From an optimization exercise on the open Yosys and OpenROAD flow, aimed at small area; shortcuts taken in it are not production practice. The RTL was checked by simulation tests, not by an equivalence proof against the original design. Power and IR drop assume default switching activity.

==> flow/design.v <==
module top(
    input clk,
    input morse_in,
    input btn_space,
    input btn_newline,
    input rst_n,
    output tx_pin
);
    reg [7:0] ms_counter;
    wire ms_tick = (ms_counter == 8'd249);
    always @(posedge clk or negedge rst_n) begin
        if (!rst_n) ms_counter <= 8'd0;
        else if (ms_tick) ms_counter <= 8'd0;
        else ms_counter <= ms_counter + 8'd1;
    end
    reg morse_sync_r1, morse_sync_r2, key_prev;
    always @(posedge clk or negedge rst_n) begin
        if (!rst_n) begin
            morse_sync_r1 <= 1'b0;
            morse_sync_r2 <= 1'b0;
            key_prev <= 1'b0;
        end else begin
            morse_sync_r1 <= morse_in;
            morse_sync_r2 <= morse_sync_r1;
            key_prev <= morse_sync_r2;
        end
    end
    wire key_pressed  =  morse_sync_r2 & ~key_prev;
    wire key_released = ~morse_sync_r2 &  key_prev;
    reg [12:0] db3_cnt, db4_cnt;
    reg db3_state, db4_state;
    always @(posedge clk or negedge rst_n) begin
        if (!rst_n) begin
            db3_cnt <= 13'd0;
            db3_state <= 1'b0;
        end else if (btn_space == db3_state) begin
            db3_cnt <= 13'd0;
        end else if (db3_cnt == 13'd4999) begin
            db3_state <= btn_space;
            db3_cnt <= 13'd0;
        end else begin
            db3_cnt <= db3_cnt + 13'd1;
        end
    end
    always @(posedge clk or negedge rst_n) begin
        if (!rst_n) begin
            db4_cnt <= 13'd0;
            db4_state <= 1'b0;
        end else if (btn_newline == db4_state) begin
            db4_cnt <= 13'd0;
        end else if (db4_cnt == 13'd4999) begin
            db4_state <= btn_newline;
            db4_cnt <= 13'd0;
        end else begin
            db4_cnt <= db4_cnt + 13'd1;
        end
    end
    wire btn3_pressed = ~db3_state;
    wire btn4_pressed = ~db4_state;
    reg btn3_prev, btn4_prev;
    always @(posedge clk) begin
        btn3_prev <= btn3_pressed;
        btn4_prev <= btn4_pressed;
    end
    wire btn3_just_pressed = btn3_pressed & ~btn3_prev;
    wire btn4_just_pressed = btn4_pressed & ~btn4_prev;
    wire manual_backspace_press = btn4_just_pressed &  btn3_pressed;
    wire manual_space_press     = btn3_just_pressed & ~btn4_pressed;
    wire manual_newline_press   = btn4_just_pressed & ~btn3_pressed;
    localparam S_IDLE = 2'd0, S_PRESSED = 2'd1, S_GAP = 2'd2;
    reg [1:0] state;
    reg [10:0] timer;
    reg gap_letter, gap_word;
    wire t_inc_tick = ms_tick;
    wire [10:0] timer_inc = timer + 11'd1;
    wire is_idle    = (state == S_IDLE);
    wire is_pressed = (state == S_PRESSED);
    wire is_gap     = (state == S_GAP);
    wire long_press = is_pressed & ms_tick & (timer == 11'd2000);
    wire line_fire  = is_gap & ms_tick & (timer == 11'd1200);
    wire gap_line         = is_idle & timer[10] & ~timer[9];
    wire long_press_clear = is_idle & timer[9];
    wire sym_valid = timer > 11'd50;
    wire sym_dash  = timer >= 11'd200;
    wire new_sym   = is_pressed & ~long_press & key_released & sym_valid;
    always @(posedge clk or negedge rst_n) begin
        if (!rst_n) begin
            state <= S_IDLE;
            timer <= 11'd0;
            gap_letter <= 1'b0;
            gap_word <= 1'b0;
        end else begin
            gap_letter <= is_gap & ms_tick & (timer == 11'd400);
            gap_word   <= is_gap & ms_tick & (timer == 11'd700);
            case (state)
                S_IDLE: begin
                    timer <= 11'd0;
                    if (key_pressed) state <= S_PRESSED;
                end
                S_PRESSED: begin
                    if (long_press) begin
                        state <= S_IDLE;
                        timer <= timer_inc;
                    end else if (key_released) begin
                        state <= S_GAP;
                        timer <= 11'd0;
                    end else if (ms_tick) begin
                        timer <= timer_inc;
                    end
                end
                default: begin
                    if (line_fire) begin
                        state <= S_IDLE;
                        timer <= timer_inc;
                    end else if (key_pressed) begin
                        state <= S_PRESSED;
                        timer <= 11'd0;
                    end else if (ms_tick) begin
                        timer <= timer_inc;
                    end
                end
            endcase
        end
    end
    reg [6:0] symbols;
    wire buf_clear = gap_letter | gap_word | gap_line | manual_backspace_press;
    wire [6:0] sym_base = buf_clear ? 7'd1 : symbols;
    always @(posedge clk or negedge rst_n) begin
        if (!rst_n) symbols <= 7'd1;
        else if (new_sym & ~sym_base[6]) symbols <= {sym_base[5:0], sym_dash};
        else if (buf_clear) symbols <= 7'd1;
    end
    reg [7:0] dec;
    always @(*) begin
        case (symbols)
            7'd5: dec = 8'h41;  
            7'd24: dec = 8'h42;  
            7'd26: dec = 8'h43;  
            7'd12: dec = 8'h44;  
            7'd2: dec = 8'h45;  
            7'd18: dec = 8'h46;  
            7'd14: dec = 8'h47;  
            7'd16: dec = 8'h48;  
            7'd4: dec = 8'h49;  
            7'd23: dec = 8'h4A;  
            7'd13: dec = 8'h4B;  
            7'd20: dec = 8'h4C;  
            7'd7: dec = 8'h4D;  
            7'd6: dec = 8'h4E;  
            7'd15: dec = 8'h4F;  
            7'd22: dec = 8'h50;  
            7'd29: dec = 8'h51;  
            7'd10: dec = 8'h52;  
            7'd8: dec = 8'h53;  
            7'd3: dec = 8'h54;  
            7'd9: dec = 8'h55;  
            7'd17: dec = 8'h56;  
            7'd11: dec = 8'h57;  
            7'd25: dec = 8'h58;  
            7'd27: dec = 8'h59;  
            7'd28: dec = 8'h5A;  
            7'd63: dec = 8'h30;  
            7'd47: dec = 8'h31;  
            7'd39: dec = 8'h32;  
            7'd35: dec = 8'h33;  
            7'd33: dec = 8'h34;  
            7'd32: dec = 8'h35;  
            7'd48: dec = 8'h36;  
            7'd56: dec = 8'h37;  
            7'd60: dec = 8'h38;  
            7'd62: dec = 8'h39;  
            default: dec = 8'h3F;
        endcase
    end
    localparam Q_IDLE = 4'd0, Q_LF = 4'd1, Q_BS1 = 4'd2, Q_BS2 = 4'd3, Q_BS3 = 4'd4,
               Q_CLR1 = 4'd5, Q_CLR2 = 4'd6, Q_CLR3 = 4'd7, Q_CLR4 = 4'd8,
               Q_HOME1 = 4'd9, Q_HOME2 = 4'd10, Q_HOME3 = 4'd11;
    reg [3:0] q;
    reg [3:0] bitpos;
    reg [4:0] bitclk;
    reg [7:0] data;
    wire uart_free = (bitpos == 4'd1);
    reg [3:0] q_next;
    reg [7:0] seq_char;
    always @(*) begin
        case (q)
            Q_LF:    begin seq_char = 8'h0A; q_next = Q_IDLE;  end
            Q_BS1:   begin seq_char = 8'h08; q_next = Q_BS2;   end
            Q_BS2:   begin seq_char = 8'h20; q_next = Q_BS3;   end
            Q_BS3:   begin seq_char = 8'h08; q_next = Q_IDLE;  end
            Q_CLR1:  begin seq_char = 8'h1B; q_next = Q_CLR2;  end
            Q_CLR2:  begin seq_char = 8'h5B; q_next = Q_CLR3;  end
            Q_CLR3:  begin seq_char = 8'h32; q_next = Q_CLR4;  end
            Q_CLR4:  begin seq_char = 8'h4A; q_next = Q_HOME1; end
            Q_HOME1: begin seq_char = 8'h1B; q_next = Q_HOME2; end
            Q_HOME2: begin seq_char = 8'h5B; q_next = Q_HOME3; end
            Q_HOME3: begin seq_char = 8'h48; q_next = Q_IDLE;  end
            default: begin seq_char = 8'h0A; q_next = Q_IDLE;  end
        endcase
    end
    reg send;
    reg [7:0] send_char;
    reg [3:0] q_upd;
    always @(*) begin
        send = 1'b0;
        send_char = seq_char;
        q_upd = q;
        if (uart_free) begin
            if (q == Q_IDLE) begin
                if (manual_backspace_press) q_upd = Q_BS1;
                else if (long_press_clear) q_upd = Q_CLR1;
                else if (manual_space_press) begin
                    send = 1'b1; send_char = 8'h20;
                end else if (manual_newline_press) begin
                    send = 1'b1; send_char = 8'h0D; q_upd = Q_LF;
                end else if (gap_letter) begin
                    send = 1'b1; send_char = dec;
                end else if (gap_word) begin
                    send = 1'b1; send_char = 8'h20;
                end else if (gap_line) begin
                    send = 1'b1; send_char = 8'h0D; q_upd = Q_LF;
                end
            end else begin
                send = 1'b1;
                q_upd = q_next;
            end
        end
    end
    always @(posedge clk or negedge rst_n) begin
        if (!rst_n) q <= Q_IDLE;
        else q <= q_upd;
    end
    always @(posedge clk) begin
        if (send) data <= send_char;
    end
    always @(posedge clk or negedge rst_n) begin
        if (!rst_n) begin
            bitpos <= 4'd1;
            bitclk <= 5'd0;
        end else if (send) begin
            bitpos <= 4'd6;
            bitclk <= 5'd24;
        end else begin
            bitclk <= (bitclk == 5'd25) ? 5'd0 : bitclk + 5'd1;
            if (bitclk == 5'd25 && !uart_free) bitpos <= bitpos + 4'd1;
        end
    end
    assign tx_pin = bitpos[3] ? data[bitpos[2:0]] : (bitpos != 4'd7);
endmodule
==> flow/run.sh <==
#!/bin/bash
# synth_recipe.tcl (not shown) runs the flow's synth.tcl, then flattens the netlist and writes it again
# the make line also repeats each setting of config.mk as NAME=value (left out here)
make -C /OpenROAD-flow-scripts/flow DESIGN_CONFIG=/design/flow/config.mk WORK_HOME=/design/flow/orfs CLKGATE_MAP_FILE= SYNTH_SCRIPT=/design/flow/synth_recipe.tcl finish
==> flow/config.mk <==
export PLATFORM = sky130hd
export DESIGN_NAME = top
export DESIGN_NICKNAME = top
export VERILOG_FILES = /design/flow/design.v
export SDC_FILE = /design/flow/constraint.sdc
export NUM_CORES = 4
export LEC_CHECK = 0
export CAP_MARGIN = 20
export CORE_MARGIN = 2
export CORE_UTILIZATION = 40
export SLEW_MARGIN = 20
==> flow/constraint.sdc <==
create_clock -name core_clock -period 10.0 [get_ports {clk}]
set_input_delay 2.0000 -clock core_clock [delete_from_list [all_inputs] [get_ports {clk}]]
set_output_delay 2.0000 -clock core_clock [all_outputs]
set_load 0.01 [all_outputs]
==> reports/summary.txt, run 1 <==
Instance count after placement with tap cells included = 687
Signed area change from the synthesized netlist to the final layout = 9.79%
Layout filler cell count = 1154
Quantity of I/O buffers inserted on ports = 5
Slowest cell on crit path = sky130_fd_sc_hd__dfstp_2
Number of global-route vias before repair = 3621
Maximum buffer depth of the clock tree = 2
Clock input transition at the sequential cells of the worst setup and hold paths = 0.06 ns
Slew of the pin with the lowest slew margin = 0.935 ns
GP Congestion = 0.880
Worst endpoint required time = 8.00 ns
Post-detailed-route DRC marker count = 0
Largest incremental delay on the critical path = 0.62 ns
Buffers inserted during post-CTS setup optimization = 0
Element type at the critical path start = flop
Hold slack final = 0.347 ns
Number of iterations in the first detailed-routing pass = 4
Final critical delay including setup and external delays = 4.21 ns
Register bit count reported by yosys = 83
WS Path Type = flop to output pin
Number of pins with negative max-slew slack in the final report = 0
Setup slack after placement = 6.14 ns
Max-cap violations = 0
Critical Path AT = 2.21 ns
Final setup skew = 0.00638 ns
Cell type with the largest total area after synthesis = sky130_fd_sc_hd__dfrtp_1
Starting density of the core = 0.405
Number of failing setup endpoints in the final timing report = 0
Worst hold path type = flop to flop
I/O pin count = 6
Sequential element share of the synthesized area = 0.417
Mean cell area of the mapped netlist = 9.47 um^2
Routed length per placed instance = 14.2 um
Setup repair after global routing missed its margin = no
Cells taking the most area after synthesis = sky130_fd_sc_hd__dfrtp_1 (36%), sky130_fd_sc_hd__ha_1 (5.7%), sky130_fd_sc_hd__nor2_1 (4.8%)
Clock root buffer = sky130_fd_sc_hd__clkbuf_16
Mean number of vias per cell = 5.46
Share of flip-flops with an asynchronous set or reset after synthesis = 0.892
Iter 0 DRT Violations = 135
Synth Net Count = 561
Number of warnings issued by yosys = 1
Global-route wire length before repair = 17000 um
Antenna violations before repair = 0
Hold buffer count at CTS = 0
Count of cell types in the netlist = 71
Area fraction of the dominant cell type after synthesis = 0.357
Fin. Hold Viols = 0
Setup tns final = 0 ns
Detailed placer's ending HPWL = 6990 um
Remaining max-slew budget at the tightest pin = 0.377
Area of the core region = 0.0125 mm^2
Die height = 116 um
Die Outline Area = 0.0135 mm^2
Clock tree from TritonCTS = built
Power density over the cells = 186 mW/mm^2
VDD IR max = 0.0981 mV
Number of nets with antenna violations after detailed routing = 0
Category of the worst setup path capture point = output pin
Post-cts gate resize count = 0
Core Rows = 41
Num Clock Sinks = 83
Die X-Extent = 116 um
Tot GR Track Use = 0.157
Total overflow reported by the global router = 0
Maximum clock frequency = 238 MHz
Post-synthesis instance total = 533
Status = complete, no violations
Vias after detailed routing = 3838
Fraction of layout instances using a drive strength above 1 = 0.0678
Crit share post-route = 0.421
Num CTS Buffers = 9
Number of flops mapped to enable cells by yosys = 7
Synth Flop Type = sky130_fd_sc_hd__dfrtp_1
Final WL = 9950 um
Setup ws final = 5.79 ns
Count of non-filler cells in the finished layout = 703
Number of nets in the finished design = 554
Maximum number of pins on one net before global-route repair = 75
Clock latency of the later-clocked register in the worst-skew pair = 0.34 ns
Biggest fanout along the worst timing path = 8
Leakage = 2.21 nW
Number of inserted diodes = 0
Cell Area, Synth = 0.00505 mm^2
Critical path, cell by cell = mux4_2 -> o21ai_0 -> a21oi_1 -> clkdlybuf4s50_1
H-tree level count = 3
[per-layer routing]
metal | vias to the layer above | part of all wire | GRT usage
met3 | 15 | 0.035 | 0.0368
met5 | - | 0 | 0
met2 | 80 | 0.47 | 0.247
met1 | 1836 | 0.48 | 0.210
li1 | 1907 | - | -
met4 | 0 | 0.017 | 0.0587
[cells in the final DEF (no fill, tap or decap), types with 6 or more instances in the layout]
cell type                   Yosys  layout
sky130_fd_sc_hd__nand4_1       10      10
sky130_fd_sc_hd__mux2i_1       14      14
sky130_fd_sc_hd__nand3_1       26      26
sky130_fd_sc_hd__nor2_1        64      64
sky130_fd_sc_hd__dfrtp_1       72      72
sky130_fd_sc_hd__or3_1          7       7
sky130_fd_sc_hd__clkbuf_16      0       9
sky130_fd_sc_hd__nor2b_1       12      12
sky130_fd_sc_hd__a21oi_1       17      17
sky130_fd_sc_hd__nor3_1        16      16
sky130_fd_sc_hd__a31oi_1        6       6
sky130_fd_sc_hd__edfxtp_1       7       7
sky130_fd_sc_hd__and3_1         6       6
sky130_fd_sc_hd__xnor2_1       17      17
sky130_fd_sc_hd__xor2_1        25      25
sky130_fd_sc_hd__nor3b_1        7       7
sky130_fd_sc_hd__inv_1         18      18
sky130_fd_sc_hd__o21ai_0       29      29
sky130_fd_sc_hd__ha_1          23      23
sky130_fd_sc_hd__nand2_1       38      38
[sequential cells by signal (all words and copies together), names as in the netlist, 2 cells and up]
register / cells
q: 4
state: 2
db3_cnt: 13
symbols: 7
bitclk: 5
ms_counter: 8
data: 7
timer: 11
db4_cnt: 13
bitpos: 4
[power by group]
group          internal (W)  total [W]  switching (W)
logic              0.000107   0.000229       0.000122
clock network      0.000223   0.000363       0.000141
registers          0.000380   0.000436      0.0000563
[worst paths after layout]
path / start / end / slack, ns / depth (start not counted)
max: bitpos[0]$_DFFE_PN1P_ / tx_pin / 5.79 / 4
min: morse_sync_r1$_DFF_PN0_ / morse_sync_r2$_DFF_PN0_ / 0.35 / 0
max reg2reg: db3_state$_DFFE_PN0P_ / data[2]$_SDFFCE_PP0P_ / 7.47 / 4
min reg2reg: morse_sync_r1$_DFF_PN0_ / morse_sync_r2$_DFF_PN0_ / 0.35 / 0
max in group asynchronous: rst_n / timer[0]$_DFF_PN0_ / 7.60 / 1
min in group asynchronous: rst_n / bitclk[4]$_DFF_PN0_ / 1.81 / 1
[stage by stage]
stage	cell area [um^2]	power [W]	utilization
global route	5540	0.00109	0.444
detailed placement	5210	0.000671	0.418
floorplan	5050	0.000614	-
finish	5540	0.00103	0.444
global placement	5210	0.000663	0.418
CTS	5540	0.00104	0.444
[critical path: cells and delay by family (launching register included)]
family                 cells  cell delay (ns)
AO/OA/AOI/OAI              2             0.26
buffers and inverters      1             0.48
flip-flops                 1             0.62
multiplexers               1             0.51
[Yosys cell counts, drive strengths merged, types with 3 or more instances]
| cell type | n |
|---|---|
| dfrtp | 72 |
| nor2 | 65 |
| nand2 | 38 |
| o21ai | 30 |
| nand3 | 26 |
| xor2 | 25 |
| ha | 23 |
| inv | 18 |
| a21oi | 17 |
| nor3 | 17 |
| xnor2 | 17 |
| clkbuf | 15 |
| mux2i | 14 |
| nor2b | 12 |
| nand4 | 10 |
| buf | 8 |
| edfxtp | 7 |
| nor3b | 7 |
| or3 | 7 |
| a31oi | 6 |
| and3 | 6 |
| nand4b | 5 |
| o211ai | 5 |
| o31ai | 5 |
| a221oi | 4 |
| a22o | 4 |
| nand2b | 4 |
| nor4 | 4 |
| o22ai | 4 |
| a211oi | 3 |
| and3b | 3 |
| and4 | 3 |
| mux2 | 3 |
| nor4b | 3 |
| o21a | 3 |
[final cells by class]
cell class / count / area, um^2 / share of cell area
sequential: 83 / 2100 / 0.380
multi-input combinational: 409 / 2780 / 0.501
inverter: 18 / 67.6 / 0.0122
tap: 172 / 215 / 0.0388
clock buffer: 9 / 225 / 0.0407
clock inverter: 7 / 105 / 0.0190
timing repair buffer: 5 / 47.5 / 0.00858
[cell families after synthesis]
family	share of synthesized area
simple gates	0.242
compound gates	0.134
flops	0.417
xor+xnor	0.0729
buf+inv	0.0330
fa+ha+maj	0.0570
mux	0.0434
==> inputs of run 2 (changes only) <==
--- a/flow/design.v
+++ b/flow/design.v
@@ -7,11 +7,11 @@
     output tx_pin
 );
     reg [7:0] ms_counter;
-    wire ms_tick = (ms_counter == 8'd249);
+    wire ms_tick = (ms_counter == 8'd72);
     always @(posedge clk or negedge rst_n) begin
         if (!rst_n) ms_counter <= 8'd0;
         else if (ms_tick) ms_counter <= 8'd0;
-        else ms_counter <= ms_counter + 8'd1;
+        else ms_counter <= {ms_counter[6:0], ~(ms_counter[7] ^ ms_counter[6] ^ ms_counter[5])};
     end
     reg morse_sync_r1, morse_sync_r2, key_prev;
     always @(posedge clk or negedge rst_n) begin
@@ -35,11 +35,11 @@
             db3_state <= 1'b0;
         end else if (btn_space == db3_state) begin
             db3_cnt <= 13'd0;
-        end else if (db3_cnt == 13'd4999) begin
+        end else if (db3_cnt == 13'd311) begin
             db3_state <= btn_space;
             db3_cnt <= 13'd0;
         end else begin
-            db3_cnt <= db3_cnt + 13'd1;
+            db3_cnt <= {db3_cnt[11:0], ~(db3_cnt[12] ^ db3_cnt[0])};
         end
     end
     always @(posedge clk or negedge rst_n) begin
@@ -48,11 +48,11 @@
             db4_state <= 1'b0;
         end else if (btn_newline == db4_state) begin
             db4_cnt <= 13'd0;
-        end else if (db4_cnt == 13'd4999) begin
+        end else if (db4_cnt == 13'd311) begin
             db4_state <= btn_newline;
             db4_cnt <= 13'd0;
         end else begin
-            db4_cnt <= db4_cnt + 13'd1;
+            db4_cnt <= {db4_cnt[11:0], ~(db4_cnt[12] ^ db4_cnt[0])};
         end
     end
     wire btn3_pressed = ~db3_state;
@@ -71,56 +71,49 @@
     reg [1:0] state;
     reg [10:0] timer;
     reg gap_letter, gap_word;
-    wire t_inc_tick = ms_tick;
-    wire [10:0] timer_inc = timer + 11'd1;
+    reg over50, over199;    
+    wire [10:0] timer_inc = {timer[9:0], ~(timer[10] ^ timer[8])};
     wire is_idle    = (state == S_IDLE);
     wire is_pressed = (state == S_PRESSED);
     wire is_gap     = (state == S_GAP);
-    wire long_press = is_pressed & ms_tick & (timer == 11'd2000);
-    wire line_fire  = is_gap & ms_tick & (timer == 11'd1200);
-    wire gap_line         = is_idle & timer[10] & ~timer[9];
-    wire long_press_clear = is_idle & timer[9];
-    wire sym_valid = timer > 11'd50;
-    wire sym_dash  = timer >= 11'd200;
-    wire new_sym   = is_pressed & ~long_press & key_released & sym_valid;
+    wire long_press = is_pressed & ms_tick & (timer == 11'd935);
+    wire line_fire  = is_gap & ms_tick & (timer == 11'd158);
+    wire gap_line         = is_idle & timer[0];
+    wire long_press_clear = is_idle & timer[10];
+    wire new_sym   = is_pressed & ~long_press & key_released & over50;
+    wire sym_dash  = over199;
+    wire enter_pressed = key_pressed & ~is_pressed;
     always @(posedge clk or negedge rst_n) begin
         if (!rst_n) begin
             state <= S_IDLE;
-            timer <= 11'd0;
-            gap_letter <= 1'b0;
-            gap_word <= 1'b0;
-        end else begin
-            gap_letter <= is_gap & ms_tick & (timer == 11'd400);
-            gap_word   <= is_gap & ms_tick & (timer == 11'd700);
+        end else begin
             case (state)
-                S_IDLE: begin
-                    timer <= 11'd0;
-                    if (key_pressed) state <= S_PRESSED;
-                end
-                S_PRESSED: begin
-                    if (long_press) begin
-                        state <= S_IDLE;
-                        timer <= timer_inc;
-                    end else if (key_released) begin
-                        state <= S_GAP;
-                        timer <= 11'd0;
-                    end else if (ms_tick) begin
-                        timer <= timer_inc;
-                    end
-                end
-                default: begin
-                    if (line_fire) begin
-                        state <= S_IDLE;
-                        timer <= timer_inc;
-                    end else if (key_pressed) begin
-                        state <= S_PRESSED;
-                        timer <= 11'd0;
-                    end else if (ms_tick) begin
-                        timer <= timer_inc;
-                    end
-                end
+                S_IDLE:    if (key_pressed) state <= S_PRESSED;
+                S_PRESSED: if (long_press) state <= S_IDLE;
+                           else if (key_released) state <= S_GAP;
+                default:   if (line_fire) state <= S_IDLE;
+                           else if (key_pressed) state <= S_PRESSED;
             endcase
         end
+    end
+    always @(posedge clk) begin
+        gap_letter <= is_gap & ms_tick & (timer == 11'd442);
+        gap_word   <= is_gap & ms_tick & (timer == 11'd1912);
+        over50  <= ~enter_pressed & (over50  | (ms_tick & (timer == 11'd39)));
+        over199 <= ~enter_pressed & (over199 | (ms_tick & (timer == 11'd1251)));
+        case (state)
+            S_IDLE: timer <= 11'd0;
+            S_PRESSED: begin
+                if (long_press) timer <= timer_inc;
+                else if (key_released) timer <= 11'd0;
+                else if (ms_tick) timer <= timer_inc;
+            end
+            default: begin
+                if (line_fire) timer <= timer_inc;
+                else if (key_pressed) timer <= 11'd0;
+                else if (ms_tick) timer <= timer_inc;
+            end
+        endcase
     end
     reg [6:0] symbols;
     wire buf_clear = gap_letter | gap_word | gap_line | manual_backspace_press;
@@ -178,7 +171,7 @@
     reg [3:0] q;
     reg [3:0] bitpos;
     reg [4:0] bitclk;
-    reg [7:0] data;
+    reg [6:0] data;    
     wire uart_free = (bitpos == 4'd1);
     reg [3:0] q_next;
     reg [7:0] seq_char;
@@ -231,19 +224,16 @@
         else q <= q_upd;
     end
     always @(posedge clk) begin
-        if (send) data <= send_char;
-    end
-    always @(posedge clk or negedge rst_n) begin
-        if (!rst_n) begin
-            bitpos <= 4'd1;
-            bitclk <= 5'd0;
-        end else if (send) begin
-            bitpos <= 4'd6;
-            bitclk <= 5'd24;
-        end else begin
-            bitclk <= (bitclk == 5'd25) ? 5'd0 : bitclk + 5'd1;
-            if (bitclk == 5'd25 && !uart_free) bitpos <= bitpos + 4'd1;
-        end
-    end
-    assign tx_pin = bitpos[3] ? data[bitpos[2:0]] : (bitpos != 4'd7);
+        if (send) data <= send_char[6:0];
+    end
+    always @(posedge clk or negedge rst_n) begin
+        if (!rst_n) bitpos <= 4'd1;
+        else if (send) bitpos <= 4'd6;
+        else if (bitclk == 5'd9 && !uart_free) bitpos <= bitpos + 4'd1;
+    end
+    always @(posedge clk) begin
+        if (send) bitclk <= 5'd20;
+        else bitclk <= (bitclk == 5'd9) ? 5'd0 : {bitclk[3:0], ~(bitclk[4] ^ bitclk[2])};
+    end
+    assign tx_pin = bitpos[3] ? (bitpos[2:0] != 3'd7 && data[bitpos[2:0]]) : (bitpos != 4'd7);
 endmodule
--- a/flow/config.mk
+++ b/flow/config.mk
@@ -7,5 +7,5 @@
 export LEC_CHECK = 0
 export CAP_MARGIN = 20
 export CORE_MARGIN = 2
-export CORE_UTILIZATION = 40
+export CORE_UTILIZATION = 70
 export SLEW_MARGIN = 20
==> run 2 against run 1 <==
Compared with the run above:
- clock power decreased by 27%
- flip-flop and latch count increased by 2
- largest cell class unchanged
- fmax decreased by 3.3%
- first-iteration DRC count increased by 33%
- synthesized cell count decreased by 19%
- count of clock-buffer cells in the layout increased by 2
- cell count decreased by 28%
- power decreased by 35%
- still clean on timing, DRC and antenna
- highest routed layer unchanged
==> reports/summary.txt, run 2 <==
Status = complete, no violations
Max-cap violations = 0
Clock input transition at the sequential cells of the worst setup and hold paths = 0.07 ns
Sequential element share of the synthesized area = 0.470
Number of iterations in the first detailed-routing pass = 4
Remaining max-slew budget at the tightest pin = 0.428
Number of global-route vias before repair = 3003
Num Clock Sinks = 85
Number of inserted diodes = 0
I/O pin count = 6
Die height = 83.0 um
Register bit count reported by yosys = 85
Number of warnings issued by yosys = 1
Die X-Extent = 83.0 um
Sum of buffers and inverters on the critical path = 1
Routed length per placed instance = 15.9 um
Area fraction of the dominant cell type after synthesis = 0.309
Setup repair after global routing missed its margin = no
Clock power frac = 0.395
WS Path Type = flop to output pin
Maximum buffer depth of the clock tree = 2
Category of the worst setup path capture point = output pin
GP Congestion = 0.887
Final standard cell area without fillers = 0.00462 mm^2
Combinational power share = 0.063
Die Outline Area = 0.00689 mm^2
Element type at the critical path start = flop
Iter 0 DRT Violations = 180
Count of non-filler cells in the finished layout = 509
Final setup skew = 0.0161 ns
Placed cell areas = 0.00440 mm^2
Synth Flop Type = sky130_fd_sc_hd__dfrtp_1
Maximum number of pins on one net before global-route repair = 57
Critical Path AT = 2.35 ns
Mean cell area of the mapped netlist = 10.1 um^2
Layout filler cell count = 411
Post-cts gate resize count = 0
Registers with the most flip-flops = db3_cnt: 13 flops, db4_cnt: 13 flops, timer: 11 flops
Total power consumption of the routed design = 0.000669 W
Area of the core region = 0.00599 mm^2
Worst hold path type = flop to flop
Fin. Hold Viols = 0
H-tree level count = 3
Signed area change from the synthesized netlist to the final layout = 5.73%
Fraction of layout instances using a drive strength above 1 = 0.0968
Count of cell types in the netlist = 74
Number of nets with antenna violations after detailed routing = 0
Post-synthesis instance total = 432
Final critical delay including setup and external delays = 4.35 ns
Num CTS Buffers = 9
Internal Power = 0.000509 W
Buffers inserted during post-CTS setup optimization = 0
Number of failing setup endpoints in the final timing report = 0
Commonest cells in the synthesized netlist = sky130_fd_sc_hd__dfrtp_1 (54), sky130_fd_sc_hd__nor2_1 (36), sky130_fd_sc_hd__nand2_1 (34)
Synth Net Count = 453
Hold slack final = 0.361 ns
Commonest cells after routing, fill and taps aside = sky130_fd_sc_hd__dfrtp_1 (54), sky130_fd_sc_hd__nor2_1 (36), sky130_fd_sc_hd__nand2_1 (34)
Starting density of the core = 0.729
Maximum clock frequency = 230 MHz
Tot GR Track Use = 0.253
Slowest cell on crit path = sky130_fd_sc_hd__dfstp_2
Most frequent cell after synthesis = sky130_fd_sc_hd__dfrtp_1
VDD IR max = 0.123 mV
Number of flops mapped to enable cells by yosys = 7
Crit share post-route = 0.435
Detailed placer's ending HPWL = 5620 um
Quantity of I/O buffers inserted on ports = 5
Core Rows = 28
Clock root buffer = sky130_fd_sc_hd__clkbuf_8
Number of nets in the finished design = 450
Post-detailed-route DRC marker count = 0
Setup tns final = 0 ns
Global-route wire length before repair = 14100 um
Slew of the pin with the lowest slew margin = 0.858 ns
Instance count after placement with tap cells included = 493
Mean number of vias per cell = 6.22
Cells taking the most area after synthesis = sky130_fd_sc_hd__dfrtp_1 (31%), sky130_fd_sc_hd__dfxtp_1 (10%), sky130_fd_sc_hd__edfxtp_1 (4.8%)
Most common cell after layout, fill and taps aside = sky130_fd_sc_hd__dfrtp_1
Switching pwr = 0.000159 W
Area of the multi-input gates = 0.00213 mm^2
Largest incremental delay on the critical path = 0.63 ns
Leakage = 1.99 nW
Vias after detailed routing = 3164
Total overflow reported by the global router = 0
Worst endpoint required time = 8.00 ns
Biggest fanout along the worst timing path = 8
Cell type with the largest total area after synthesis = sky130_fd_sc_hd__dfrtp_1
Antenna violations before repair = 0
Final WL = 8080 um
Hold buffer count at CTS = 0
Critical path, cell by cell = mux4_2 -> o21ai_0 -> nor2_1 -> a21o_1 -> clkdlybuf4s50_1
Power density over the cells = 145 mW/mm^2
Crit path max-delay family = flip-flops
Share of flip-flops with an asynchronous set or reset after synthesis = 0.659
Relative contribution of sequential cells to total power = 0.541
Cell Area, Synth = 0.00437 mm^2
Storage element area = 0.00205 mm^2
Fraction of power spent switching nets = 0.238
Number of pins with negative max-slew slack in the final report = 0
Clock latency of the later-clocked register in the worst-skew pair = 0.37 ns
Clock tree from TritonCTS = built
run 2: cell types whose count changed in the layout (fill, tap and decap cells not counted), moves of 12 or more:
cell / change
sky130_fd_sc_hd__and2_1: +26
sky130_fd_sc_hd__dfrtp_1: -18
sky130_fd_sc_hd__dfxtp_1: +20
sky130_fd_sc_hd__nand3_1: -19
sky130_fd_sc_hd__nor2_1: -28
sky130_fd_sc_hd__o21ai_0: -12
sky130_fd_sc_hd__xnor2_1: -12
sky130_fd_sc_hd__xor2_1: -19
run 2: kinds of logic (layout without fill, tap and decap cells):
logic type               Yosys count  in the layout  share of synthesized area
AND/OR/NAND/NOR                  171            171                      0.217
buffers and inverters             39             41                     0.0418
multiplexers                      16             16                     0.0427
adder cells (fa/ha/maj)           16             16                     0.0458
flip-flops                        85             85                      0.470
AO/OA/AOI/OAI                     94             94                      0.160
XOR/XNOR                          11             11                     0.0221
run 2: worst paths after layout:
kind,start,to,slack [ns],cells after the start
min,morse_sync_r1$_DFF_PN0_,morse_sync_r2$_DFF_PN0_,0.36,0
max in group asynchronous,rst_n,morse_sync_r1$_DFF_PN0_,7.79,2
min reg2reg,morse_sync_r1$_DFF_PN0_,morse_sync_r2$_DFF_PN0_,0.36,0
min in group asynchronous,rst_n,bitpos[3]$_DFFE_PN0P_,1.75,2
max reg2reg,bitpos[0]$_DFFE_PN1P_,bitpos[0]$_DFFE_PN1P_,7.42,6
max,bitpos[0]$_DFFE_PN1P_,tx_pin,5.65,5
run 2: through the flow:
step | utilization | worst slack [ns]
final | 0.771 | 5.65
after global routing | 0.771 | 5.55
after detailed placement | 0.735 | 6.01
after CTS | 0.771 | 5.63
after floorplan | - | 6.54
after global placement | 0.735 | 6.05
run 2: layer usage:
| metal | up-vias | track usage | part of all wire |
|---|---|---|---|
| met5 | - | 0 | 0 |
| met4 | 0 | 0.115 | 0.027 |
| met3 | 17 | 0.0557 | 0.034 |
| met2 | 65 | 0.381 | 0.47 |
| met1 | 1519 | 0.352 | 0.47 |
| li1 | 1563 | - | - |
run 2: final cells by class:
class	instances	share of cell area
clock buffers	11	0.0285
clock inverters	5	0.0182
flip-flops and latches	85	0.445
well taps	75	0.0203
inverters	19	0.0154
repair buffers	6	0.0114
multi-input cells	308	0.461
run 2: power by group through the flow:
stage	logic, W	clock network (W)	registers, W
floorplan	0.0000360	0	0.000363
global placement	0.0000412	0	0.000368
detailed placement	0.0000421	0	0.000369
CTS	0.0000424	0.000267	0.000362
global route	0.0000479	0.000282	0.000364
finish	0.0000422	0.000265	0.000362
==> inputs of run 3 (changes only) <==
--- a/flow/config.mk
+++ b/flow/config.mk
@@ -7,5 +7,5 @@
 export LEC_CHECK = 0
 export CAP_MARGIN = 20
 export CORE_MARGIN = 2
-export CORE_UTILIZATION = 70
+export CORE_UTILIZATION = 40
 export SLEW_MARGIN = 20
==> run 3 against run 2 <==
Compared with the run above:
- sequential power barely moved
- still clean
- sequential share of layout area fell by 0.48 points
- utilization decreased by 34 points
- setup slack better by 0.023 ns
- critical path depth stayed put
==> reports/summary.txt, run 3 <==
Iter 0 DRT Violations = 159
Number of pins with negative max-slew slack in the final report = 0
WS Path Type = flop to output pin
Post-synthesis instance total = 432
Mean number of vias per cell = 5.52
H-tree level count = 3
Number of inserted diodes = 0
Worst setup path end = tx_pin
Post-cts gate resize count = 0
Slack of the worst reg-to-reg path = 7.44 ns
Leakage = 1.98 nW
Number of nets in the finished design = 450
Area of the core region = 0.0107 mm^2
Die height = 108 um
Element type at the critical path start = flop
Die X-Extent = 108 um
Area of the multi-input gates = 0.00213 mm^2
Setup slack after placement = 6.04 ns
Commonest cells in the synthesized netlist = sky130_fd_sc_hd__dfrtp_1 (54), sky130_fd_sc_hd__nor2_1 (36), sky130_fd_sc_hd__nand2_1 (34)
Total power consumption of the routed design = 0.000637 W
Worst hold path type = flop to flop
Synth Net Count = 453
Share of flip-flops with an asynchronous set or reset after synthesis = 0.659
Post-detailed-route DRC marker count = 0
Most frequent cell after synthesis = sky130_fd_sc_hd__dfrtp_1
Total overflow reported by the global router = 0
Clock latency of the later-clocked register in the worst-skew pair = 0.35 ns
Fin. Hold Viols = 0
Status = complete, no violations
Logic depth of the worst register-to-register path = 6
Instance count after placement with tap cells included = 558
Max-cap violations = 0
Worst reg2reg startpoint = bitpos[0]$_DFFE_PN1P_
Buffers inserted during post-CTS setup optimization = 0
Antenna violations before repair = 0
Detailed placer's ending HPWL = 5910 um
Registers with the most flip-flops = db3_cnt: 13 flops, db4_cnt: 13 flops, timer: 11 flops
Quantity of I/O buffers inserted on ports = 5
Die Outline Area = 0.0118 mm^2
Clock tree from TritonCTS = built
Starting density of the core = 0.406
Setup tns final = 0 ns
Hold buffer count at CTS = 0
Final WL = 8400 um
Slew of the pin with the lowest slew margin = 0.895 ns
Hold slack final = 0.352 ns
Sum of buffers and inverters on the critical path = 1
I/O pin count = 6
Endpoint of the most critical register-to-register path = bitpos[0]$_DFFE_PN1P_
Number of global-route vias before repair = 3157
Num Clock Sinks = 85
Register bit count reported by yosys = 85
Number of failing setup endpoints in the final timing report = 0
Synth Flop Type = sky130_fd_sc_hd__dfrtp_1
Tot GR Track Use = 0.158
Area fraction of the dominant cell type after synthesis = 0.309
Remaining max-slew budget at the tightest pin = 0.403
Critical Path AT = 2.33 ns
Core Rows = 38
Cell Area, Synth = 0.00437 mm^2
Vias after detailed routing = 3169
Critical path, cell by cell = mux4_2 -> o21ai_0 -> nor2_1 -> a21o_1 -> clkdlybuf4s50_1
Crit path max-delay family = flip-flops
Maximum clock frequency = 231 MHz
Setup ws final = 5.67 ns
Routed length per placed instance = 14.6 um
Crit path launch = bitpos[0]$_DFFE_PN1P_
VDD IR max = 0.0993 mV
Setup repair after global routing missed its margin = no
Maximum number of pins on one net before global-route repair = 57
Most common cell after layout, fill and taps aside = sky130_fd_sc_hd__dfrtp_1
Number of warnings issued by yosys = 1
Count of non-filler cells in the finished layout = 574
Sequential element share of the synthesized area = 0.470
Mean cell area of the mapped netlist = 10.1 um^2
Critical Path Stages = 5
Number of flops mapped to enable cells by yosys = 7
Clock root buffer = sky130_fd_sc_hd__clkbuf_8
Storage element area = 0.00205 mm^2
Final setup skew = 0.00788 ns
Biggest fanout along the worst timing path = 8
Final critical delay including setup and external delays = 4.33 ns
Largest incremental delay on the critical path = 0.63 ns
Count of cell types in the netlist = 74
Maximum buffer depth of the clock tree = 2
Category of the worst setup path capture point = output pin
GP Congestion = 0.817
Number of nets with antenna violations after detailed routing = 0
Clock input transition at the sequential cells of the worst setup and hold paths = 0.08 ns
Signed area change from the synthesized netlist to the final layout = 6.88%
Number of iterations in the first detailed-routing pass = 4
Global-route wire length before repair = 14700 um
Worst endpoint required time = 8.00 ns
Power density over the cells = 136 mW/mm^2
Crit share post-route = 0.433
Slowest cell on crit path = sky130_fd_sc_hd__dfstp_2
Commonest cells after routing, fill and taps aside = sky130_fd_sc_hd__dfrtp_1 (54), sky130_fd_sc_hd__nor2_1 (36), sky130_fd_sc_hd__nand2_1 (34)
Num CTS Buffers = 9
Cells taking the most area after synthesis = sky130_fd_sc_hd__dfrtp_1 (31%), sky130_fd_sc_hd__dfxtp_1 (10%), sky130_fd_sc_hd__edfxtp_1 (4.8%)
Cell type with the largest total area after synthesis = sky130_fd_sc_hd__dfrtp_1
Layout filler cell count = 1057
Fraction of layout instances using a drive strength above 1 = 0.0945
[run 3: cell counts after synthesis]
Identical to the previous run, type by type.
[run 3: layer usage]
metal / share of wire / global-route usage / wire [um]
met1: 0.49 / 0.206 / 4120
met2: 0.47 / 0.254 / 3920
met3: 0.029 / 0.0380 / 246
met4: 0.013 / 0.0595 / 110
met5: 0 / 0 / 0
[run 3: layout make-up]
type | instances | area share
clock buffers | 11 | 0.0282
clock inverters | 5 | 0.0113
inverters | 19 | 0.0153
multi-input cells | 308 | 0.456
flip-flops and latches | 85 | 0.440
well taps | 140 | 0.0375
repair buffers | 6 | 0.0113
[run 3: worst min-delay path by stage]
stage                            start                       to  depth (start not counted)
2_1_floorplan  morse_sync_r1$_DFF_PN0_  morse_sync_r2$_DFF_PN0_                          0
3_3_place_gp   morse_sync_r1$_DFF_PN0_  morse_sync_r2$_DFF_PN0_                          0
3_5_place_dp   morse_sync_r1$_DFF_PN0_  morse_sync_r2$_DFF_PN0_                          0
4_1_cts        morse_sync_r1$_DFF_PN0_  morse_sync_r2$_DFF_PN0_                          0
5_1_grt        morse_sync_r1$_DFF_PN0_  morse_sync_r2$_DFF_PN0_                          0
6_report       morse_sync_r1$_DFF_PN0_  morse_sync_r2$_DFF_PN0_                          0
[run 3: logic make-up after synthesis]
family / after synthesis / synth area share
muxes: 16 / 0.0427
xor gates and xnor gates: 11 / 0.0221
adders and majority gates: 16 / 0.0458
DFF: 85 / 0.470
AOI/OAI and AO/OA: 94 / 0.160
and+or+nand+nor: 171 / 0.217
buffers and inverters: 39 / 0.0418
[run 3: per-stage QoR]
stage | util | instance area (um^2)
6_report | 0.434 | 4670
5_1_grt | 0.434 | 4670
4_1_cts | 0.434 | 4670
3_5_place_dp | 0.417 | 4480
3_3_place_gp | 0.417 | 4480
2_1_floorplan | - | 4370
[run 3: power by group]
group | internal, W | leakage, nW | total (W) | switching, W
sequential | 0.000352 | 0.974 | 0.000362 | 0.0000102
clock | 0.000114 | 0.0947 | 0.000231 | 0.000117
combinational | 0.0000156 | 0.910 | 0.0000435 | 0.0000280
==> inputs of run 4 (changes only) <==
--- a/flow/design.v
+++ b/flow/design.v
@@ -28,32 +28,28 @@
     wire key_pressed  =  morse_sync_r2 & ~key_prev;
     wire key_released = ~morse_sync_r2 &  key_prev;
     reg [12:0] db3_cnt, db4_cnt;
+    reg db3_run, db4_run;
     reg db3_state, db4_state;
+    wire db3_diff = btn_space ^ db3_state;
+    wire db4_diff = btn_newline ^ db4_state;
+    wire db3_flip = db3_diff & db3_run & (db3_cnt == 13'd311);
+    wire db4_flip = db4_diff & db4_run & (db4_cnt == 13'd311);
     always @(posedge clk or negedge rst_n) begin
         if (!rst_n) begin
-            db3_cnt <= 13'd0;
+            db3_run <= 1'b0;
             db3_state <= 1'b0;
-        end else if (btn_space == db3_state) begin
-            db3_cnt <= 13'd0;
-        end else if (db3_cnt == 13'd311) begin
-            db3_state <= btn_space;
-            db3_cnt <= 13'd0;
+            db4_run <= 1'b0;
+            db4_state <= 1'b0;
         end else begin
-            db3_cnt <= {db3_cnt[11:0], ~(db3_cnt[12] ^ db3_cnt[0])};
-        end
-    end
-    always @(posedge clk or negedge rst_n) begin
-        if (!rst_n) begin
-            db4_cnt <= 13'd0;
-            db4_state <= 1'b0;
-        end else if (btn_newline == db4_state) begin
-            db4_cnt <= 13'd0;
-        end else if (db4_cnt == 13'd311) begin
-            db4_state <= btn_newline;
-            db4_cnt <= 13'd0;
-        end else begin
-            db4_cnt <= {db4_cnt[11:0], ~(db4_cnt[12] ^ db4_cnt[0])};
-        end
+            db3_run <= db3_diff & ~db3_flip;
+            db3_state <= db3_state ^ db3_flip;
+            db4_run <= db4_diff & ~db4_flip;
+            db4_state <= db4_state ^ db4_flip;
+        end
+    end
+    always @(posedge clk) begin
+        db3_cnt <= db3_run ? {db3_cnt[11:0], ~(db3_cnt[12] ^ db3_cnt[0])} : 13'd1;
+        db4_cnt <= db4_run ? {db4_cnt[11:0], ~(db4_cnt[12] ^ db4_cnt[0])} : 13'd1;
     end
     wire btn3_pressed = ~db3_state;
     wire btn4_pressed = ~db4_state;
==> run 4 against run 3 <==
Compared with the run above:
- sequential power grew 21%
- first-iteration DRC count decreased by 3.8%
- critical endpoint unchanged
- highest routed layer unchanged
- non-clock buffer count stayed put
- cell count is 1.2% lower
- cell area fell by 0.51%
- via count decreased by 2.2%
==> reports/summary.txt, run 4 <==
Maximum buffer depth of the clock tree = 2
Cell type with the largest total area after synthesis = sky130_fd_sc_hd__dfxtp_1
Largest family of logic cells by synthesized area = simple AND/OR/NAND/NOR gates
Number of nets in the finished design = 447
Power density over the cells = 185 mW/mm^2
Slew of the pin with the lowest slew margin = 1.06 ns
Number of pins with negative max-slew slack in the final report = 0
Number of failing setup endpoints in the final timing report = 0
Signed area change from the synthesized netlist to the final layout = 7.91%
Element type at the critical path start = flop
Area of the multi-input gates = 0.00218 mm^2
Number of inserted diodes = 0
Mux share of post-synthesis cell area = 0.0622
Clock latency of the later-clocked register in the worst-skew pair = 0.37 ns
Leakage = 1.85 nW
Number of global-route vias before repair = 2925
Area of the core region = 0.0104 mm^2
Setup slack after placement = 6.01 ns
Tot GR Track Use = 0.153
Synth Flop Type = sky130_fd_sc_hd__dfxtp_1
Placed cell areas = 0.00443 mm^2
Fin. Hold Viols = 0
Slack of the worst reg-to-reg path = 7.48 ns
Hold path cells = 0
Final setup skew = 0.0109 ns
Post-synthesis instance total = 433
Most frequent cell after synthesis = sky130_fd_sc_hd__dfxtp_1
Commonest cells in the synthesized netlist = sky130_fd_sc_hd__dfxtp_1 (48), sky130_fd_sc_hd__nor2_1 (32), sky130_fd_sc_hd__dfrtp_1 (30), sky130_fd_sc_hd__nand2_1 (30), sky130_fd_sc_hd__and2_1 (26)
Worst reg2reg startpoint = bitpos[0]$_DFFE_PN1P_
Setup repair after global routing missed its margin = no
Antenna violations before repair = 0
Detailed placer's ending HPWL = 5750 um
Category of the worst setup path capture point = output pin
Fraction of layout instances using a drive strength above 1 = 0.0974
Util after Layout = 0.448
Global-route wire length before repair = 14200 um
Setup ws final = 5.64 ns
Maximum clock frequency = 229 MHz
WS Path Type = flop to output pin
Worst endpoint required time = 8.00 ns
Total overflow reported by the global router = 0
Final standard cell area without fillers = 0.00464 mm^2
Cells taking the most area after synthesis = sky130_fd_sc_hd__dfxtp_1 (22%), sky130_fd_sc_hd__dfrtp_1 (17%), sky130_fd_sc_hd__edfxtp_1 (4.9%)
Logic depth of the worst register-to-register path = 3
Mean cell area of the mapped netlist = 9.94 um^2
Buffers inserted during post-CTS setup optimization = 0
Final critical delay including setup and external delays = 4.36 ns
Die height = 108 um
Post-Synth Adder-Cell Area = 0.0465
Iter 0 DRT Violations = 153
Worst min-delay path endpoint = morse_sync_r2$_DFF_PN0_
Remaining max-slew budget at the tightest pin = 0.291
Hold buffer count at CTS = 0
I/O pin count = 6
Biggest fanout along the worst timing path = 7
Share of flip-flops with an asynchronous set or reset after synthesis = 0.368
Number of flops mapped to enable cells by yosys = 7
H-tree level count = 3
Number of iterations in the first detailed-routing pass = 4
Cell Area, Synth = 0.00430 mm^2
Setup tns final = 0 ns
Hold slack final = 0.358 ns
Routed length per placed instance = 14.2 um
Crit share post-route = 0.436
Mean number of vias per cell = 5.47
Final WL = 8070 um
VDD IR max = 0.0851 mV
Simple logic cell fraction of the synthesized area = 0.213
Clock root buffer = sky130_fd_sc_hd__clkbuf_8
Number of nets with antenna violations after detailed routing = 0
Hold path start = morse_sync_r1$_DFF_PN0_
Storage element area = 0.00197 mm^2
Num Clock Sinks = 87
Quantity of I/O buffers inserted on ports = 5
Commonest cells after routing, fill and taps aside = sky130_fd_sc_hd__dfxtp_1 (48), sky130_fd_sc_hd__nor2_1 (32), sky130_fd_sc_hd__nand2_1 (30), sky130_fd_sc_hd__dfrtp_1 (30), sky130_fd_sc_hd__and2_1 (26)
Most common cell after layout, fill and taps aside = sky130_fd_sc_hd__dfxtp_1
Number of warnings issued by yosys = 1
Compound-Gate Fraction of Synth Area = 0.165
Post-cts gate resize count = 0
Die Outline Area = 0.0116 mm^2
Endpoint of the most critical register-to-register path = data[0]$_DFFE_PP_
Maximum number of pins on one net before global-route repair = 33
Starting density of the core = 0.415
Worst hold path type = flop to flop
Critical Path AT = 2.36 ns
Register bit count reported by yosys = 87
Max-cap violations = 0
Die X-Extent = 108 um
Fraction of synthesized cell area in xor and xnor cells = 0.0204
Sequential element share of the synthesized area = 0.459
Registers with the most flip-flops = db3_cnt: 13 flops, db4_cnt: 13 flops, timer: 11 flops
Clock input transition at the sequential cells of the worst setup and hold paths = 0.10 ns
Core Rows = 37
Layout filler cell count = 1005
GP Congestion = 0.837
Post-detailed-route DRC marker count = 0
Area fraction of the dominant cell type after synthesis = 0.223
Clock tree from TritonCTS = built
Num CTS Buffers = 9
Synth Net Count = 454
Status = complete, no violations
Count of cell types in the netlist = 77
Vias after detailed routing = 3100
run 4: worst max-delay path by stage:
stage,slack [ns],to,startpoint,cells after the start
6_report,5.64,tx_pin,bitpos[0]$_DFFE_PN1P_,5
2_1_floorplan,6.54,tx_pin,bitpos[0]$_DFFE_PN1P_,4
3_3_place_gp,6.05,tx_pin,bitpos[0]$_DFFE_PN1P_,5
5_1_grt,5.50,tx_pin,bitpos[0]$_DFFE_PN1P_,5
4_1_cts,5.60,tx_pin,bitpos[0]$_DFFE_PN1P_,5
3_5_place_dp,6.01,tx_pin,bitpos[0]$_DFFE_PN1P_,5
run 4: cells by family after synthesis:
family,after synthesis
flops,87
mux,24
compound gates,98
buf+inv,37
fa+ha+maj,16
simple gates,161
xor+xnor,10
run 4: power breakdown:
| group | switching [W] | internal [W] | total, W |
|---|---|---|---|
| sequential | 0.0000422 | 0.000395 | 0.000437 |
| combinational | 0.0000893 | 0.0000890 | 0.000178 |
| clock | 0.000144 | 0.000100 | 0.000244 |
run 4: layout make-up:
cell class,instances,area share
Inverter,13,0.0105
Clock inverter,7,0.0186
Tap cell,136,0.0366
Clock buffer,9,0.0267
Multi-Input combinational cell,309,0.470
Sequential cell,87,0.425
Timing Repair Buffer,6,0.0124
run 4: metal layers:
| metal | vias to the layer above | global-route usage | wire length (um) |
|---|---|---|---|
| met5 | - | 0 | 0 |
| met4 | 0 | 0.0504 | 104 |
| met3 | 9 | 0.0345 | 247 |
| met2 | 40 | 0.233 | 3700 |
| met1 | 1493 | 0.216 | 4010 |
| li1 | 1558 | - | - |
run 4: critical path, stage by stage (launching register included):
cell	delay (ns)
sky130_fd_sc_hd__dfstp_2	0.62
sky130_fd_sc_hd__mux4_2	0.50
sky130_fd_sc_hd__o21ai_0	0.18
sky130_fd_sc_hd__nor2_1	0.06
sky130_fd_sc_hd__a21o_1	0.17
sky130_fd_sc_hd__clkdlybuf4s50_1	0.47
run 4: through the flow:
stage / cells / total power [W]
global route: 567 / 0.000916
finish: 567 / 0.000860
global placement: 551 / 0.000620
detailed placement: 551 / 0.000625
floorplan: 433 / 0.000577
CTS: 567 / 0.000873

-- port drivers added, routing unchanged --
Ports are ideal in the flow. The routed layouts listed here were re-timed in OpenROAD.
Step 1 sets driving cells, clkbuf_16 on the clock port and buf_2 on the other inputs (assumed; they add their load-dependent delay and slew).
Step 2 also shifts input and output timing later by t, the mid clock arrival at the registers, as if the neighbouring blocks saw the same clock.
a / b / c = ideal ports / drivers / drivers and shift; a / b = the first two.
run | t (ns) | setup slack, ns | pins driven straight from the clock port
run 1 | 0.379 | 5.794 / 5.753 / 6.131 | 1
run 2 | 0.392 | 5.650 / 5.620 / 6.011 | 1
run 3 | 0.379 | 5.673 / 5.641 / 6.020 | 1
run 4 | 0.392 | 5.639 / 5.609 / 6.000 | 1
After both steps every run listed still meets setup and hold.
